This is an optimization exercise on Yosys and OpenROAD, whose aim is small area, a short achievable clock period and few clock cycles per item, not a production implementation. At most, simulation tests tie the RTL to the original design; equivalence was not proved. Power is estimated from default activity; no workload was simulated.

==> flow/design.v <==
module mcdf(
  input clk_i,
  input rstn_i,
  input [1:0]  cmd_i,
  input [8-1:0] cmd_addr_i,
  input [32-1:0] cmd_data_i,
  output[32-1:0] cmd_data_o,
  input [31:0] ch0_data_i,
  input  ch0_vld_i,
  input [31:0] ch1_data_i,
  input  ch1_vld_i,
  input [31:0] ch2_data_i,
  input  ch2_vld_i,
  output  ch0_ready_o,
  output  ch1_ready_o,
  output  ch2_ready_o,
  input  fmt_grant_i,
  output [1:0] fmt_chid_o,
  output fmt_req_o,
  output [5:0]  fmt_length_o,
  output [31:0] fmt_data_o,
  output fmt_start_o,
  output fmt_end_o );
reg [5:0] creg0, creg1, creg2;           
wire cmd_wr = (cmd_i == 2'b10);
wire cmd_rd = (cmd_i == 2'b01);
wire wr0 = cmd_wr & (cmd_addr_i == 8'h00);
wire wr1 = cmd_wr & (cmd_addr_i == 8'h04);
wire wr2 = cmd_wr & (cmd_addr_i == 8'h08);
always @(posedge clk_i or negedge rstn_i)
  if (!rstn_i) begin
    creg0 <= 6'h07; creg1 <= 6'h07; creg2 <= 6'h07;
  end else begin
    if (wr0) creg0 <= cmd_data_i[5:0];
    if (wr1) creg1 <= cmd_data_i[5:0];
    if (wr2) creg2 <= cmd_data_i[5:0];
  end
wire [2:0] en = {creg2[0], creg1[0], creg0[0]};
wire [2:0] en_n = {wr2 ? cmd_data_i[0] : creg2[0],
                   wr1 ? cmd_data_i[0] : creg1[0],
                   wr0 ? cmd_data_i[0] : creg0[0]};
function [4:0] lmask;
  input [2:0] code;
  case (code)
    3'd0: lmask = 5'd3;
    3'd1: lmask = 5'd7;
    3'd2: lmask = 5'd15;
    default: lmask = 5'd31;
  endcase
endfunction
function [2:0] code_of;
  input [1:0] ch;
  case (ch)
    2'd0: code_of = creg0[5:3];
    2'd1: code_of = creg1[5:3];
    default: code_of = creg2[5:3];
  endcase
endfunction
reg  [1023:0] ring;           
reg  [2:0]    rdy_r;          
reg  [1:0]    ich;            
reg           in_busy;        
reg  [4:0]    in_cnt;         
reg           in_last;        
reg  [4:0]    nw;             
reg  [5:0]    free;           
reg           f0, f31, f32;   
reg  [4:0]    k;              
reg           k30;            
reg  [3:0]    count;          
reg  [1:0]    pq [0:7];       
reg           gnt_ok;
reg           req_r;
reg           start_r, end_r, sending;
reg  [4:0]    out_idx;
reg  [1:0]    chid_r;
reg  [5:0]    len_r;
reg  [5:0]    cmd_data_r;
wire [2:0] vld = {ch2_vld_i, ch1_vld_i, ch0_vld_i};
wire acc = |(rdy_r & vld);                   
wire [1:0] rdy_ch = {rdy_r[2], rdy_r[1]};
assign ch0_ready_o = rdy_r[0];
assign ch1_ready_o = rdy_r[1];
assign ch2_ready_o = rdy_r[2];
wire [2:0] ich_oh = {ich == 2'd2, ich == 2'd1, ich == 2'd0};
wire [4:0] in_mask = lmask(code_of(ich));
wire [31:0] r31 = ring[1023:992];
wire [31:0] r0_n = ({32{rdy_r[0]}} & ch0_data_i) |
                   ({32{rdy_r[1]}} & ch1_data_i) |
                   ({32{rdy_r[2]}} & ch2_data_i) |
                   ({32{~(|rdy_r)}} & r31);
always @(posedge clk_i)
  ring <= {ring[991:0], r0_n};
assign fmt_data_o = r31;
wire has_head = (count != 4'd0);
wire head_inprog = (count == 4'd1) & in_busy;
wire at_tap = (~sending & k30) | end_r;
wire st_base = has_head & gnt_ok & at_tap;
wire emp = f32 | (f31 & sending);            
wire [3:0] cnt_a = count - {3'd0, start_r};  
wire [2:0] cand = vld & en_n & ~rdy_r;
reg  [2:0] pick;
always @(*) begin
  pick = 3'b000;
  case (ich)
    2'd0: if (cand[1]) pick = 3'b010; else if (cand[2]) pick = 3'b100; else if (cand[0]) pick = 3'b001;
          else if (en_n[0]) pick = 3'b001; else if (en_n[1]) pick = 3'b010; else if (en_n[2]) pick = 3'b100;
    2'd1: if (cand[2]) pick = 3'b100; else if (cand[0]) pick = 3'b001; else if (cand[1]) pick = 3'b010;
          else if (en_n[1]) pick = 3'b010; else if (en_n[2]) pick = 3'b100; else if (en_n[0]) pick = 3'b001;
    default:
          if (cand[0]) pick = 3'b001; else if (cand[1]) pick = 3'b010; else if (cand[2]) pick = 3'b100;
          else if (en_n[2]) pick = 3'b100; else if (en_n[0]) pick = 3'b001; else if (en_n[1]) pick = 3'b010;
  endcase
end
wire start0 = st_base & ~head_inprog;
wire start1 = st_base & (~head_inprog | in_last);
wire snd_keep = sending & ~end_r;
wire snd0 = start0 | snd_keep;
wire snd1 = start1 | snd_keep;
wire al0 = (nw == 5'd31);
wire f0_0  = f0 & ~sending;
wire f0_1  = ((free == 6'd1) & ~sending) | (f0 & sending);
wire f32_0 = f32 | (f31 & sending);
wire f32_1 = f32 & sending;
wire f31_0 = (f31 & ~sending) | ((free == 6'd30) & sending);
wire f31_1 = (f32 & ~sending) | (f31 & sending);
wire wok0 = (al0 & (~f0_0 | snd0)) | f32_0 | (f31_0 & snd0);
wire wok1 = (~f0_1 | snd1) | f32_1 | (f31_1 & snd1);
wire [2:0] sel0 = in_busy ? (ich_oh & en_n) : pick;
wire [2:0] sel1 = in_busy ? (in_last ? pick : (ich_oh & en_n)) : (rdy_r & en_n);
wire busy1 = ~in_busy | ~in_last;
wire start_d = acc ? start1 : start0;
integer i;
reg [2:0] busy;
always @(*) begin
  busy = 3'b000;
  if (in_busy) busy = busy | ich_oh;
  if (sending) busy = busy | {chid_r == 2'd2, chid_r == 2'd1, chid_r == 2'd0};
  for (i = 0; i < 8; i = i + 1)
    if (i < count)
      busy = busy | {pq[i] == 2'd2, pq[i] == 2'd1, pq[i] == 2'd0};
end
wire push = acc & ~in_busy;
always @(posedge clk_i or negedge rstn_i)
  if (!rstn_i) begin
    rdy_r <= 3'b000;
    ich <= 2'd0;
    in_busy <= 1'b0;
    in_cnt <= 5'd0;
    in_last <= 1'b0;
    nw <= 5'd0;
    free <= 6'd32;
    f0 <= 1'b0; f31 <= 1'b0; f32 <= 1'b1;
    k <= 5'd0;
    k30 <= 1'b0;
    count <= 4'd0;
    gnt_ok <= 1'b0;
    req_r <= 1'b0;
    start_r <= 1'b0;
    end_r <= 1'b0;
    sending <= 1'b0;
    out_idx <= 5'd0;
    chid_r <= 2'd0;
    len_r <= 6'd32;
    cmd_data_r <= 6'd0;
  end else begin
    rdy_r <= acc ? (sel1 & {3{wok1}}) : (sel0 & {3{wok0}});
    if (push) ich <= rdy_ch;
    in_busy <= acc ? busy1 : in_busy;
    if (acc) in_cnt <= in_busy ? in_cnt + 5'd1 : 5'd1;
    if (acc) in_last <= in_busy & ((in_cnt + 5'd1) == in_mask);
    nw <= acc ? 5'd0 : nw + 5'd1;
    free <= acc ? (free + {5'd0, sending} - 6'd1) : (free + {5'd0, sending});
    f0  <= acc ? f0_1  : f0_0;
    f32 <= acc ? f32_1 : f32_0;
    f31 <= acc ? f31_1 : f31_0;
    k <= (acc & emp) ? 5'd0 : (sending ? 5'd31 : k + 5'd1);
    k30 <= ~(acc & emp) & ~sending & (k == 5'd29);
    count <= push ? cnt_a + 4'd1 : cnt_a;
    gnt_ok <= ~start_r & (gnt_ok | (req_r & fmt_grant_i));
    req_r <= (cnt_a > 4'd1) | ((cnt_a == 4'd1) & (push | ~start_d)) | ((cnt_a == 4'd0) & push);
    start_r <= start_d;
    sending <= acc ? snd1 : snd0;
    end_r <= snd_keep & ({1'b0, out_idx} == len_r - 6'd2);
    out_idx <= snd_keep ? out_idx + 5'd1 : 5'd0;
    if (~snd_keep) begin
      chid_r <= pq[0];
      len_r <= {1'b0, lmask(code_of(pq[0]))} + 6'd1;
    end
    if (cmd_rd)
      case (cmd_addr_i)
        8'h00: cmd_data_r <= creg0;
        8'h04: cmd_data_r <= creg1;
        8'h08: cmd_data_r <= creg2;
        8'h10:  cmd_data_r <= busy[0] ? free : 6'd32;
        8'h14:  cmd_data_r <= busy[1] ? free : 6'd32;
        8'h18:  cmd_data_r <= busy[2] ? free : 6'd32;
        default: ;
      endcase
  end
always @(posedge clk_i)
  for (i = 0; i < 8; i = i + 1)
    if (push && cnt_a == i)
      pq[i] <= rdy_ch;
    else if (start_r)
      pq[i] <= (i < 7) ? pq[(i + 1) % 8] : pq[7];
assign fmt_req_o = req_r;
assign fmt_start_o = start_r;
assign fmt_end_o = end_r;
assign fmt_chid_o = chid_r;
assign fmt_length_o = len_r;
assign cmd_data_o = {26'd0, cmd_data_r};
endmodule
Settings: LEC_CHECK=0, ABC_CLOCK_PERIOD_IN_PS=2400, CAP_MARGIN=20, CORE_MARGIN=2, CORE_UTILIZATION=45, PLACE_DENSITY=0.6, SETUP_SLACK_MARGIN=3.6, SLEW_MARGIN=20; clock period 6.0 ns.
run.sh (not shown) runs the stock make flow with config.mk's settings and CLKGATE_MAP_FILE= SYNTH_SCRIPT=/design/flow/synth_recipe.tcl, a recipe that flattens the netlist after the stock synthesis.
Edit:
--- a/flow/design.v
+++ b/flow/design.v
@@ -56,10 +56,11 @@
     default: code_of = creg2[5:3];
   endcase
 endfunction
 reg  [1023:0] ring;           
 reg  [2:0]    rdy_r;          
+reg  [2:0]    wsel_r;         
 reg  [1:0]    ich;            
 reg           in_busy;        
 reg  [4:0]    in_cnt;         
 reg           in_last;        
 reg  [4:0]    nw;             
@@ -83,35 +84,35 @@
 assign ch1_ready_o = rdy_r[1];
 assign ch2_ready_o = rdy_r[2];
 wire [2:0] ich_oh = {ich == 2'd2, ich == 2'd1, ich == 2'd0};
 wire [4:0] in_mask = lmask(code_of(ich));
 wire [31:0] r31 = ring[1023:992];
-wire [31:0] r0_n = ({32{rdy_r[0]}} & ch0_data_i) |
-                   ({32{rdy_r[1]}} & ch1_data_i) |
-                   ({32{rdy_r[2]}} & ch2_data_i) |
-                   ({32{~(|rdy_r)}} & r31);
+wire [31:0] r0_n = ({32{wsel_r[0]}} & ch0_data_i) |
+                   ({32{wsel_r[1]}} & ch1_data_i) |
+                   ({32{wsel_r[2]}} & ch2_data_i) |
+                   ({32{~(|wsel_r)}} & r31);
 always @(posedge clk_i)
   ring <= {ring[991:0], r0_n};
 assign fmt_data_o = r31;
 wire has_head = (count != 4'd0);
 wire head_inprog = (count == 4'd1) & in_busy;
 wire at_tap = (~sending & k30) | end_r;
 wire st_base = has_head & gnt_ok & at_tap;
 wire emp = f32 | (f31 & sending);            
 wire [3:0] cnt_a = count - {3'd0, start_r};  
-wire [2:0] cand = vld & en_n & ~rdy_r;
+wire [2:0] cand = vld & en & ~rdy_r;
 reg  [2:0] pick;
 always @(*) begin
   pick = 3'b000;
   case (ich)
     2'd0: if (cand[1]) pick = 3'b010; else if (cand[2]) pick = 3'b100; else if (cand[0]) pick = 3'b001;
-          else if (en_n[0]) pick = 3'b001; else if (en_n[1]) pick = 3'b010; else if (en_n[2]) pick = 3'b100;
+          else if (en[0]) pick = 3'b001; else if (en[1]) pick = 3'b010; else if (en[2]) pick = 3'b100;
     2'd1: if (cand[2]) pick = 3'b100; else if (cand[0]) pick = 3'b001; else if (cand[1]) pick = 3'b010;
-          else if (en_n[1]) pick = 3'b010; else if (en_n[2]) pick = 3'b100; else if (en_n[0]) pick = 3'b001;
+          else if (en[1]) pick = 3'b010; else if (en[2]) pick = 3'b100; else if (en[0]) pick = 3'b001;
     default:
           if (cand[0]) pick = 3'b001; else if (cand[1]) pick = 3'b010; else if (cand[2]) pick = 3'b100;
-          else if (en_n[2]) pick = 3'b100; else if (en_n[0]) pick = 3'b001; else if (en_n[1]) pick = 3'b010;
+          else if (en[2]) pick = 3'b100; else if (en[0]) pick = 3'b001; else if (en[1]) pick = 3'b010;
   endcase
 end
 wire start0 = st_base & ~head_inprog;
 wire start1 = st_base & (~head_inprog | in_last);
 wire snd_keep = sending & ~end_r;
@@ -124,12 +125,14 @@
 wire f32_1 = f32 & sending;
 wire f31_0 = (f31 & ~sending) | ((free == 6'd30) & sending);
 wire f31_1 = (f32 & ~sending) | (f31 & sending);
 wire wok0 = (al0 & (~f0_0 | snd0)) | f32_0 | (f31_0 & snd0);
 wire wok1 = (~f0_1 | snd1) | f32_1 | (f31_1 & snd1);
-wire [2:0] sel0 = in_busy ? (ich_oh & en_n) : pick;
-wire [2:0] sel1 = in_busy ? (in_last ? pick : (ich_oh & en_n)) : (rdy_r & en_n);
+wire [2:0] sel0 = in_busy ? (ich_oh & en) : pick;
+wire [2:0] sel1 = in_busy ? (in_last ? pick : (ich_oh & en)) : (rdy_r & en);
+wire [2:0] kill = {wr2 & ~cmd_data_i[0], wr1 & ~cmd_data_i[0], wr0 & ~cmd_data_i[0]};
+wire [2:0] wsel_n = acc ? (sel1 & {3{wok1}}) : (sel0 & {3{wok0}});
 wire busy1 = ~in_busy | ~in_last;
 wire start_d = acc ? start1 : start0;
 integer i;
 reg [2:0] busy;
 always @(*) begin
@@ -142,10 +145,11 @@
 end
 wire push = acc & ~in_busy;
 always @(posedge clk_i or negedge rstn_i)
   if (!rstn_i) begin
     rdy_r <= 3'b000;
+    wsel_r <= 3'b000;
     ich <= 2'd0;
     in_busy <= 1'b0;
     in_cnt <= 5'd0;
     in_last <= 1'b0;
     nw <= 5'd0;
@@ -162,11 +166,12 @@
     out_idx <= 5'd0;
     chid_r <= 2'd0;
     len_r <= 6'd32;
     cmd_data_r <= 6'd0;
   end else begin
-    rdy_r <= acc ? (sel1 & {3{wok1}}) : (sel0 & {3{wok0}});
+    wsel_r <= wsel_n;
+    rdy_r <= wsel_n & ~kill;
     if (push) ich <= rdy_ch;
     in_busy <= acc ? busy1 : in_busy;
     if (acc) in_cnt <= in_busy ? in_cnt + 5'd1 : 5'd1;
     if (acc) in_last <= in_busy & ((in_cnt + 5'd1) == in_mask);
     nw <= acc ? 5'd0 : nw + 5'd1;
@@ -198,11 +203,11 @@
         default: ;
       endcase
   end
 always @(posedge clk_i)
   for (i = 0; i < 8; i = i + 1)
-    if (push && cnt_a == i)
+    if (~in_busy && cnt_a == i)      
       pq[i] <= rdy_ch;
     else if (start_r)
       pq[i] <= (i < 7) ? pq[(i + 1) % 8] : pq[7];
 assign fmt_req_o = req_r;
 assign fmt_start_o = start_r;
The changed run finished clean; area after synthesis goes up slightly; synthesized cell count is higher slightly; design area came out lower slightly; fmax goes up by a few percent; wire length goes down by a few percent; die area is higher slightly; via count is lower slightly; cell count shrinks slightly; count of clock-buffer cells in the layout came out lower by 15; total power goes up by about a fifth; sequential power rose by about a fifth; first-iteration DRC count goes up by a little under a tenth.
Testbench counts after the change, summed over its fixed seeds: cycles 3,336, items 3,072.
For the first run of this note, only the layout was checked, not whether the RTL still works.


## run R
mcdf with an RTL version that a note above also has.
Size in the first run: roughly 1800 cells after synthesis, about 1100 flip-flops, roughly 27000 µm² of cells after synthesis.
Design mcdf, start of the top module:
module mcdf(
  input clk_i,
  input rstn_i,
  input [1:0]  cmd_i,
  input [8-1:0] cmd_addr_i,
  input [32-1:0] cmd_data_i,
  output[32-1:0] cmd_data_o,
  input [31:0] ch0_data_i,
  input  ch0_vld_i,
  input [31:0] ch1_data_i,
  input  ch1_vld_i,
  input [31:0] ch2_data_i,
  input  ch2_vld_i,
  output  ch0_ready_o,
  output  ch1_ready_o,
  output  ch2_ready_o,
  input  fmt_grant_i,
  output [1:0] fmt_chid_o,
  output fmt_req_o,
  output [5:0]  fmt_length_o,
  output [31:0] fmt_data_o,
  output fmt_start_o,
  output fmt_end_o );
export LEC_CHECK = 0
export ABC_CLOCK_PERIOD_IN_PS = 2400
export CAP_MARGIN = 20
export CORE_MARGIN = 2
export CORE_UTILIZATION = 45
export CTS_BUF_LIST = sky130_fd_sc_hd__clkbuf_16
export CTS_CLUSTER_DIAMETER = 55
export CTS_CLUSTER_SIZE = 45
export PLACE_DENSITY = 0.6
export SETUP_SLACK_MARGIN = 3.6
export SLEW_MARGIN = 20
create_clock -name core_clock -period 6.0 [get_ports {clk_i}]
standard.sh (not shown) runs the stock make flow with config.mk's settings and CLKGATE_MAP_FILE= SYNTH_SCRIPT=/design/flow/synth_recipe.tcl, a recipe that flattens the netlist after the stock synthesis.
==> flow/flow/run.sh <==
#!/bin/bash
set -e
export BUFFER_PORTS_ARGS="-buffer_cell sky130_fd_sc_hd__buf_2"
export CTS_ARGS="-sink_clustering_enable -repair_clock_nets -sink_clustering_size 45 -sink_clustering_max_diameter 55 -buf_list sky130_fd_sc_hd__clkbuf_16 -dont_use_dummy_load"
bash standard.sh > standard.log 2>&1
Testbench counts of run R, summed over its fixed seeds: cycles 3,336, items 3,072.
[inputs] run D vs run R
--- a/flow/design.v
+++ b/flow/design.v
@@ -55,12 +55,13 @@
     2'd1: code_of = creg1[5:3];
     default: code_of = creg2[5:3];
   endcase
 endfunction
 reg  [1023:0] ring;           
 reg  [2:0]    rdy_r;          
+reg  [2:0]    kill_q;         
 reg  [2:0]    wsel_r;         
 reg  [1:0]    ich;            
 reg           in_busy;        
 reg  [4:0]    in_cnt;         
 reg           in_last;        
 reg  [4:0]    nw;             
@@ -72,17 +73,19 @@
 reg  [1:0]    pq [0:7];       
 reg           gnt_ok;
 reg           req_r;
 reg           start_r, end_r, sending;
 reg  [4:0]    out_idx;
 reg  [1:0]    chid_r;
-reg  [5:0]    len_r;
+reg  [5:0]    len_r;          
+reg  [4:0]    lm_r;           
 reg  [5:0]    cmd_data_r;
 wire [2:0] vld = {ch2_vld_i, ch1_vld_i, ch0_vld_i};
-wire acc = |(rdy_r & vld);                   
-wire [1:0] rdy_ch = {rdy_r[2], rdy_r[1]};
+wire [2:0] rdy_i = wsel_r & ~kill_q;         
+wire acc = |(rdy_i & vld);                   
+wire [1:0] rdy_ch = {wsel_r[2], wsel_r[1]};
 assign ch0_ready_o = rdy_r[0];
 assign ch1_ready_o = rdy_r[1];
 assign ch2_ready_o = rdy_r[2];
 wire [2:0] ich_oh = {ich == 2'd2, ich == 2'd1, ich == 2'd0};
 wire [4:0] in_mask = lmask(code_of(ich));
 wire [31:0] r31 = ring[1023:992];
@@ -96,13 +99,13 @@
 wire has_head = (count != 4'd0);
 wire head_inprog = (count == 4'd1) & in_busy;
 wire at_tap = (~sending & k30) | end_r;
 wire st_base = has_head & gnt_ok & at_tap;
 wire emp = f32 | (f31 & sending);            
 wire [3:0] cnt_a = count - {3'd0, start_r};  
-wire [2:0] cand = vld & en & ~rdy_r;
+wire [2:0] cand = vld & en & ~rdy_i;
 reg  [2:0] pick;
 always @(*) begin
   pick = 3'b000;
   case (ich)
     2'd0: if (cand[1]) pick = 3'b010; else if (cand[2]) pick = 3'b100; else if (cand[0]) pick = 3'b001;
           else if (en[0]) pick = 3'b001; else if (en[1]) pick = 3'b010; else if (en[2]) pick = 3'b100;
@@ -125,13 +128,13 @@
 wire f32_1 = f32 & sending;
 wire f31_0 = (f31 & ~sending) | ((free == 6'd30) & sending);
 wire f31_1 = (f32 & ~sending) | (f31 & sending);
 wire wok0 = (al0 & (~f0_0 | snd0)) | f32_0 | (f31_0 & snd0);
 wire wok1 = (~f0_1 | snd1) | f32_1 | (f31_1 & snd1);
 wire [2:0] sel0 = in_busy ? (ich_oh & en) : pick;
-wire [2:0] sel1 = in_busy ? (in_last ? pick : (ich_oh & en)) : (rdy_r & en);
+wire [2:0] sel1 = in_busy ? (in_last ? pick : (ich_oh & en)) : (wsel_r & en);
 wire [2:0] kill = {wr2 & ~cmd_data_i[0], wr1 & ~cmd_data_i[0], wr0 & ~cmd_data_i[0]};
 wire [2:0] wsel_n = acc ? (sel1 & {3{wok1}}) : (sel0 & {3{wok0}});
 wire busy1 = ~in_busy | ~in_last;
 wire start_d = acc ? start1 : start0;
 integer i;
 reg [2:0] busy;
@@ -144,12 +147,13 @@
       busy = busy | {pq[i] == 2'd2, pq[i] == 2'd1, pq[i] == 2'd0};
 end
 wire push = acc & ~in_busy;
 always @(posedge clk_i or negedge rstn_i)
   if (!rstn_i) begin
     rdy_r <= 3'b000;
+    kill_q <= 3'b000;
     wsel_r <= 3'b000;
     ich <= 2'd0;
     in_busy <= 1'b0;
     in_cnt <= 5'd0;
     in_last <= 1'b0;
     nw <= 5'd0;
@@ -163,16 +167,18 @@
     start_r <= 1'b0;
     end_r <= 1'b0;
     sending <= 1'b0;
     out_idx <= 5'd0;
     chid_r <= 2'd0;
     len_r <= 6'd32;
+    lm_r <= 5'd31;
     cmd_data_r <= 6'd0;
   end else begin
     wsel_r <= wsel_n;
     rdy_r <= wsel_n & ~kill;
+    kill_q <= kill;
     if (push) ich <= rdy_ch;
     in_busy <= acc ? busy1 : in_busy;
     if (acc) in_cnt <= in_busy ? in_cnt + 5'd1 : 5'd1;
     if (acc) in_last <= in_busy & ((in_cnt + 5'd1) == in_mask);
     nw <= acc ? 5'd0 : nw + 5'd1;
     free <= acc ? (free + {5'd0, sending} - 6'd1) : (free + {5'd0, sending});
@@ -183,17 +189,18 @@
     k30 <= ~(acc & emp) & ~sending & (k == 5'd29);
     count <= push ? cnt_a + 4'd1 : cnt_a;
     gnt_ok <= ~start_r & (gnt_ok | (req_r & fmt_grant_i));
     req_r <= (cnt_a > 4'd1) | ((cnt_a == 4'd1) & (push | ~start_d)) | ((cnt_a == 4'd0) & push);
     start_r <= start_d;
     sending <= acc ? snd1 : snd0;
-    end_r <= snd_keep & ({1'b0, out_idx} == len_r - 6'd2);
+    end_r <= snd_keep & (out_idx == {lm_r[4:1], 1'b0});
     out_idx <= snd_keep ? out_idx + 5'd1 : 5'd0;
     if (~snd_keep) begin
       chid_r <= pq[0];
       len_r <= {1'b0, lmask(code_of(pq[0]))} + 6'd1;
+      lm_r <= lmask(code_of(pq[0]));
     end
     if (cmd_rd)
       case (cmd_addr_i)
         8'h00: cmd_data_r <= creg0;
         8'h04: cmd_data_r <= creg1;
         8'h08: cmd_data_r <= creg2;
Results
Looking only at non-clock buffer count, and setting everything else aside, the higher value of run D and run R goes to run D. Total length of routed met2 wires up about 6% in run D wrt run R. [compare] base=run R new=run D: final clock period utilization by the worst path saw a decrease, combined flip-flop and latch cell area saw an increase, final cell area excluding filler cells saw an increase, clock-pin slew on the worst setup and hold paths saw a decrease. Met2 track demand over resource in global routing, run D and run R: larger value in run D. Measured against each other, run D and run R differ in overall power of the completed layout, the lower figure coming from run R.
Only the layout flow was run in run D; the RTL was not checked for function there.

## port drivers added, routing unchanged
In the flow no input, the clock included, has a driving cell. The finished layouts below were timed again as built, in two steps.
Step 1: set_driving_cell puts a clkbuf_16 on clk_i and a buf_2 on each other input, an assumption about the parent block.
Step 2 moves the port delays by t, midway between the first and last clock arrival at a register: inputs arrive t later, outputs are due t later. That takes back most of the time a late clock gives input paths.
Slacks: ideal ports / drivers / drivers and shift; pairs: ideal ports / drivers.
run	t, ns	setup slack, ns	worst setup path after step 2	latest minus earliest clock arrival (ns)	worst register clock-pin slew, ns
the first run of note 1	0.679	3.360 / 3.349 / 2.700	input to register	0.033 / 0.033	0.07 / 0.07
the second run of note 1	0.682	3.517 / 3.460 / 2.956	input to register	0.045 / 0.046	0.07 / 0.07
run R	0.655	3.584 / 3.528 / 3.029	input to register	0.105 / 0.105	0.12 / 0.12
run D	0.660	3.609 / 3.550 / 3.004	input to register	0.121 / 0.120	0.12 / 0.12
After both steps setup and hold are still met in every run listed. The setup slack of the first run of note 1, which loses most, moves by -0.011 ns with the drivers and by -0.660 ns with both steps.
